Background: an optimization exercise with open tools, aiming at small area. Do not read the settings as production practice. Function was checked by simulation only, so behaviour that the tests miss may differ from the original. No driver is modelled on the clock port, so clock power and skew are understated where the tree is cut down; a real chip needs a root buffer or a tree. Power is estimated from default activity; no workload was simulated.

before:
==> flow/design.v <==
module counter (
	input clk,
	input rst_n,
	output reg [2:0] p,
	output step,
	output rise
	);
	assign step = &p;
	assign rise = ~p[2] & p[1] & p[0];
	always @(posedge clk or negedge rst_n) begin
		if (!rst_n)
			p <= 3'd0;
		else
			p <= p + 1'b1;
	end
endmodule
module adc108s102_interface (
	input clk,
	input rst_n,
	input dout,
	output din,
	output cs_n,
	output sclk,
	output reg [11:0] data,
	output sample,
	output check
	);
wire [2:0] p;
wire step, rise;
counter timebase (
	.clk(clk),
	.rst_n(rst_n),
	.p(p),
	.step(step),
	.rise(rise)
	);
assign sclk = p[2];
reg [4:0] v;
reg [7:0] u;
reg hold;
wire v_wrap = v[4] & ~v[3];                  
wire v_last = ~v[4] & (&v[3:0]);             
wire u_wrap = &u;                            
wire u_near = (&u[7:5]) & (u[4] | (&u[3:1]));  
assign sample = step & u_wrap;
always @(posedge clk or negedge rst_n) begin
	if (!rst_n) begin
		v <= 5'd30;
		u <= 8'd131;
		hold <= 1'b0;
	end
	else if (step) begin
		v <= v_wrap ? 5'd0 : v + 1'b1;
		u <= (u + 1'b1) | {5'd0, u_wrap, u_wrap, 1'b0};
		if (u_wrap)
			hold <= 1'b0;
		else if (v_last & u_near)
			hold <= 1'b1;
	end
end
assign cs_n = v[4];
assign din = ~((v[4] & v[3]) | (v == 5'd2) | (v == 5'd3) | (v == 5'd4));
wire data_bit = ~v[4] & ((v[3:0] >= 4'd4) & (v[3:0] <= 4'd13));
wire data_first = (v == 5'd4);
wire frame_bit = ~v[4] & ((v[3:0] <= 4'd3) | (v[3:0] >= 4'd14));
function [3:0] adj;
	input [3:0] d;
	begin
		adj[3] = d[3] | (d[2] & (d[1] | d[0]));
		adj[2] = (d[3] & d[0]) | (d[2] & ~d[1] & ~d[0]);
		adj[1] = (d[1] & (~d[2] | d[0])) | (d[3] & ~d[0]);
		adj[0] = (~d[3] & ~d[2] & d[0]) | (d[2] & d[1] & ~d[0]) | (d[3] & ~d[0]);
	end
endfunction
wire [3:0] a_u = adj(data[3:0]);
wire [3:0] a_t = adj(data[7:4]);
always @(posedge clk) begin
	if (rise & data_bit & ~hold) begin
		if (data_first)
			data <= {11'd0, dout};
		else
			data <= {data[10:8], a_t[3], a_t[2:0], a_u[3], a_u[2:0], dout};
	end
end
reg [2:0] a;
always @(posedge clk or negedge rst_n) begin
	if (!rst_n)
		a <= 3'b000;
	else if (rise & frame_bit)
		a <= dout ? 3'b011 : {a[1:0], a[1] & (a[2] ^ a[0])};
end
assign check = |a;
endmodule
module seg_7_4(
    input clk,
    input rst_n,
    input sample,
    input [11:0] value,
    output [3:0] an_n,
    output reg [6:0] seg
    );
reg [11:0] data;
reg [6:0] dem;
reg [1:0] k;
always @(posedge clk) begin
	if (sample)
		data <= value;
end
wire dem_wrap = &dem[4:0];
always @(posedge clk or negedge rst_n) begin
	if (!rst_n) begin
		dem <= 7'b0111110;
		k <= 2'd0;
	end
	else begin
		dem <= {dem[5:0], dem[6] ^ dem[2] ^ dem_wrap};
		if (dem_wrap)
			k <= k + 1'b1;
	end
end
assign an_n = ~(4'b0001 << k);
reg [3:0] m;
always @* begin
	case (k)
	2'd3: m = {3'b000, data[11] & data[9]};
	2'd2: m = data[11:8];
	2'd1: m = data[7:4];
	default: m = data[3:0];
	endcase
end
always @* begin
	seg[6] = ~((m[3]) | (~m[2] & ~m[0]) | (m[2] & m[0]) | (m[1]));
	seg[5] = ~((~m[2]) | (~m[1] & ~m[0]) | (m[1] & m[0]));
	seg[4] = (~m[3] & ~m[2] & m[1] & ~m[0]);
	seg[3] = (~m[3] & ~m[2] & ~m[1] & m[0]) | (m[2] & ~m[1] & ~m[0]) | (m[2] & m[1] & m[0]);
	seg[2] = (m[2] & ~m[1]) | (m[0]);
	seg[1] = ~((m[3]) | (m[2] & ~m[1]) | (m[2] & ~m[0]) | (~m[1] & ~m[0]));
	seg[0] = (~m[3] & ~m[2] & ~m[1]) | (m[3] & m[1]) | (m[2] & m[1] & m[0]);
end
endmodule
module read_analog (
	input clk,
	input rst_n,
	input dout,
	output cs_n,
	output sclk,
	output din,
	output check,
	output [3:0] an,
	output [6:0] seg
	);
wire [11:0] data;
wire sample;
adc108s102_interface adc108s102_interface (
	.clk(clk),
	.rst_n(rst_n),
	.dout(dout),
	.din(din),
	.cs_n(cs_n),
	.sclk(sclk),
	.data(data),
	.sample(sample),
	.check(check)
	);
seg_7_4 seg_7_4 (
	.clk(clk),
	.rst_n(rst_n),
	.sample(sample),
	.value(data),
	.an_n(an),
	.seg(seg)
	);
endmodule
export LEC_CHECK = 0
export CAP_MARGIN = 20
export CORE_MARGIN = 2
export CORE_UTILIZATION = 40
export GPL_TIMING_DRIVEN = 0
export SLEW_MARGIN = 20
create_clock -name core_clock -period 30.0 [get_ports {clk}]
standard.sh (not shown) runs the stock make flow with config.mk's settings and CLKGATE_MAP_FILE= SYNTH_SCRIPT=/design/flow/synth_recipe.tcl, a recipe that flattens the netlist after the stock synthesis.
==> flow/flow/run.sh <==
#!/bin/bash
# Own layout flow: the standard ORFS flow (standard.sh), with
#  - synthesis: synth_recipe.tcl unchanged, except that abc maps the logic
#    with an area-oriented script (area.script) and the adder extraction
#    (half/full adder cells) is left out, so abc maps all the logic;
#  - port buffers: every input and output port still gets its own buffer,
#    a sky130_fd_sc_hd__buf_1;
#  - clock tree: three clkbuf_8, fed by the clk port, each driving a third
#    of the register clock pins (cts_hook.tcl), instead of TritonCTS's
#    two-level tree.
# Each tool's full output stays in orfs/logs; standard.sh's own output goes
# to standard.log in this folder.
set -euo pipefail
W=$PWD
export MY_ABC_SCRIPT=$W/flow/area.script
export CLOCK_BUF_CELL=sky130_fd_sc_hd__clkbuf_8
export CLOCK_BUF_COUNT=3
bash standard.sh \
  SYNTH_SCRIPT=$W/flow/synth.tcl \
  ADDER_MAP_FILE= \
  "BUFFER_PORTS_ARGS=-buffer_cell sky130_fd_sc_hd__buf_1" \
  PRE_CTS_TCL=$W/flow/cts_hook.tcl \
  finish > $W/standard.log 2>&1
Other scripts of this flow, unchanged in this note and not shown: flow/flow/area.script, flow/flow/cts_hook.tcl, flow/flow/synth.tcl
before closes out successfully: all stages finished, all timing, DRC and antenna checks passed.
#### Input delta (after over before)
--- a/flow/design.v
+++ b/flow/design.v
@@ -75,12 +75,10 @@
 wire [3:0] a_u = adj(data[3:0]);
 wire [3:0] a_t = adj(data[7:4]);
 always @(posedge clk) begin
 	if (rise & data_bit & ~hold) begin
-		if (data_first)
-			data <= {11'd0, dout};
-		else
-			data <= {data[10:8], a_t[3], a_t[2:0], a_u[3], a_u[2:0], dout};
+		data[11:8] <= {data[10:8], a_t[3]};
+		data[7:0] <= data_first ? {7'd0, dout} : {a_t[2:0], a_u[3], a_u[2:0], dout};
 	end
 end
 reg [2:0] a;
 always @(posedge clk or negedge rst_n) begin
@@ -105,16 +103,16 @@
 always @(posedge clk) begin
 	if (sample)
 		data <= value;
 end
-wire dem_wrap = &dem[4:0];
+wire dem_wrap = ~|dem[5:1];
 always @(posedge clk or negedge rst_n) begin
 	if (!rst_n) begin
-		dem <= 7'b0111110;
+		dem <= 7'b0000011;
 		k <= 2'd0;
 	end
 	else begin
-		dem <= {dem[5:0], dem[6] ^ dem[2] ^ dem_wrap};
+		dem <= {dem[5:0], ~(dem[6] ^ dem[3]) ^ dem_wrap};
 		if (dem_wrap)
 			k <= k + 1'b1;
 	end
 end
--- outcome ---
after went all the way through the flow, and no timing, DRC or antenna check failed.
Taking before as 1.0, after lands at 1.2 on reported combinational group power.
[compare] base=before new=after: count of buffers added by post-CTS timing repair for setup comparable; met3 wire length now larger; worst hold slack now smaller.
[after vs before] logic gate share of total power: higher in after
after gives less cell area after layout than before did.
Via count of the first global-routing pass: after vs before up 2.1%
Compared with before, after has extra setup slack.
Compared with before, after shows total routed wire length on the met1 layer higher by 2.9%.
Summary: with before as the reference, total routed wirelength in after moved up by a few percent.
Looking at combined global-route utilization of all metal layers, after sits 0.65 points higher than before does.
No run of this note takes its clock network from TritonCTS; it comes from the design's own scripts or RTL.

## afterwards: timing with drivers on the ports
How much do the figures lean on ideal ports? The routed layouts below were timed once more, with nothing changed but the port constraints. Step 1 (the two cells are an assumption about what drives the block):
set clk [get_ports {clk}]
set_driving_cell -lib_cell sky130_fd_sc_hd__clkbuf_16 $clk
set_driving_cell -lib_cell sky130_fd_sc_hd__buf_2 [delete_from_list [all_inputs] $clk]
Step 2, shift: input delay + t, output delay - t, t = (earliest + latest rising clock arrival at the registers) / 2. This alone moves slack from input paths to output paths. Slacks: no drivers / after step 1 / after step 2; pairs: no drivers / after step 1.
| run | t, ns | setup WS [ns] | clock arrival spread, ns | worst slew at a driven data input, ns |
|---|---|---|---|---|
| before | 0.200 | 21.397 / 21.353 / 21.553 | 0.006 / 0.006 | 0.03 |
| after | 0.204 | 21.630 / 21.584 / 21.788 | 0.007 / 0.008 | 0.03 |
After both steps every run listed still meets setup and hold.
